Background: an optimization exercise with open tools, aiming at small area and a short achievable clock period. Do not read the settings as production practice. RTL that was checked went through simulation tests only; none was proved equivalent to the original.

== old ==
## fpga_trading_core
module fpga_trading_core (
    input  wire        clk,
    input  wire        rst_n,
    input  wire        market_data_valid,
    input  wire [31:0] market_data_price,
    input  wire [31:0] market_data_size,
    input  wire [1:0]  market_data_type,  
    output reg         send_order,
    output wire [31:0] best_bid_price,
    output wire [31:0] best_bid_size,
    output wire [31:0] best_ask_price,
    output wire [31:0] best_ask_size,
    output wire [15:0] book_imbalance_fixed,
    output wire [7:0]  trade_intensity,
    output wire        ai_prediction
);
    wire [10:0] imb;
    order_book_poc order_book (
        .clk(clk), .rst_n(rst_n),
        .valid_in(market_data_valid && !market_data_type[1]),
        .price_in(market_data_price),
        .size_in(market_data_size),
        .side_in(market_data_type[0]),
        .best_bid_price(best_bid_price), .best_bid_size(best_bid_size),
        .best_ask_price(best_ask_price), .best_ask_size(best_ask_size)
    );
    hw_feature_engine feature_engine (
        .clk(clk), .rst_n(rst_n),
        .event_valid(market_data_valid),
        .event_size(market_data_size),
        .event_type(market_data_type),
        .book_imbalance(imb),
        .trade_intensity(trade_intensity)
    );
    assign book_imbalance_fixed = {5'd0, imb};
    fpga_inference_engine inference_engine (
        .book_imbalance(imb),
        .trade_intensity(trade_intensity),
        .prediction(ai_prediction)
    );
    wire [31:0] spread;
    wire [32:0] sc;
    assign sc[0] = 1'b1;
    genvar i;
    generate
        for (i = 0; i < 32; i = i + 1) begin : sub
            wire bn = ~best_bid_price[i];
            assign spread[i] = best_ask_price[i] ^ bn ^ sc[i];
  ...
For scale: roughly 300 flip-flops, ~220 I/O pins, roughly 32000 sq um of cells after synthesis.
Settings: LEC_CHECK=0, CAP_MARGIN=20, CORE_MARGIN=2, CORE_UTILIZATION=40, SLEW_MARGIN=20, SYNTH_HIERARCHICAL=1; clock period 320.0 ns.
standard.sh (not shown) runs the stock make flow with config.mk's settings and CLKGATE_MAP_FILE= SYNTH_SCRIPT=/design/flow/synth_recipe.tcl, a recipe that flattens the netlist after the stock synthesis.
==> flow/flow/run.sh <==
#!/bin/bash
# The standard layout (bash standard.sh), with these settings passed to its make:
#  - the port buffers are buf_1 cells;
#  - clock tree: clkbuf_8 cells, sink clusters of up to 16 flip-flops, no dummy loads.
# The make output goes to standard_flow.log; each tool's log is under orfs/logs/.
set -euo pipefail
MARGIN=254
bash standard.sh \
  "BUFFER_PORTS_ARGS=-buffer_cell sky130_fd_sc_hd__buf_1" \
  SETUP_SLACK_MARGIN=$MARGIN \
  "CTS_ARGS=-sink_clustering_enable -repair_clock_nets -buf_list sky130_fd_sc_hd__clkbuf_8 -sink_clustering_size 16 -sink_clustering_max_diameter 50 -dont_use_dummy_load" \
  finish > standard_flow.log 2>&1
old was carried through to the last stage, and its layout satisfied the timing, DRC and antenna checks.
#### Input delta (new over old)
diff --git a/flow/design.v b/flow/design.v
--- a/flow/design.v
+++ b/flow/design.v
@@ -36,22 +36,22 @@
     input  wire        event_valid,
     input  wire [31:0] event_size,
     input  wire [1:0]  event_type,  
     output reg  [10:0] book_imbalance,
     output reg  [7:0]  trade_intensity
 );
     reg [9:0] decay_timer;
-    wire decay = (decay_timer == 10'b1010110010);
+    wire decay = (decay_timer == 10'd999);
     wire trade = event_valid && (event_type == 2'b10);
     always @(posedge clk or negedge rst_n) begin
         if (!rst_n) begin
             decay_timer     <= 10'd0;
             trade_intensity <= 8'd0;
         end else begin
-            decay_timer <= decay ? 10'd0 : {decay_timer[8:0], ~(decay_timer[9] ^ decay_timer[6])};
+            decay_timer <= decay ? 10'd0 : decay_timer + 10'd1;
             if (decay)
                 trade_intensity <= (trade_intensity > 8'd1) ? trade_intensity - 8'd1 : 8'd0;
             else if (trade && trade_intensity != 8'hFF)
                 trade_intensity <= trade_intensity + 8'd1;
         end
     end
     reg  [31:0] pend_size;    
==> comparison <==
new went all the way through synthesis, placement and routing and the layout is clean on timing, DRC and antenna. Wire length on met1 sits lower in new than in old. Global-route wire length before repair in new vs old: down 1200 um. new ended up with a higher met2 global-route usage than old did. Summary of new over old: multi-input combinational area share saw an increase, post-layout instance count excluding filler cells saw an increase. Re worst hold slack: old and new aren't equal, and the lower value belongs to old. For the pin count of the biggest net entering global routing, new came in 120% higher than old did. In the metrics for old and new, the one carrying the higher buffer share of cell area is old. Final cell utilization of the core in new vs old: down 0.19 points. Routed wire length | new below old.
No functional check of the RTL was part of old.

afterwards: timing with drivers on the ports:
How much do the figures lean on ideal ports? The routed layouts below were timed once more, with nothing changed but the port constraints. Step 1: set_driving_cell puts a clkbuf_16 on clk and a buf_2 on each other input, an assumption about the parent block. Step 2 moves the port delays by t, midway between the first and last clock arrival at a register: inputs arrive t later, outputs are due t later. That takes back most of the time a late clock gives input paths. Three values: ideal, step 1, step 2; two values: the first two.
run	t, ns	setup slack, ns	clock arrival spread, ns
old	0.654	253.993 / 253.933 / 253.422	0.103 / 0.103
new	0.627	254.006 / 253.948 / 253.485	0.100 / 0.101
After both steps setup and hold are still met in every run listed. The setup slack of old, which loses most, moves by -0.060 ns with the drivers and by -0.571 ns with both steps.
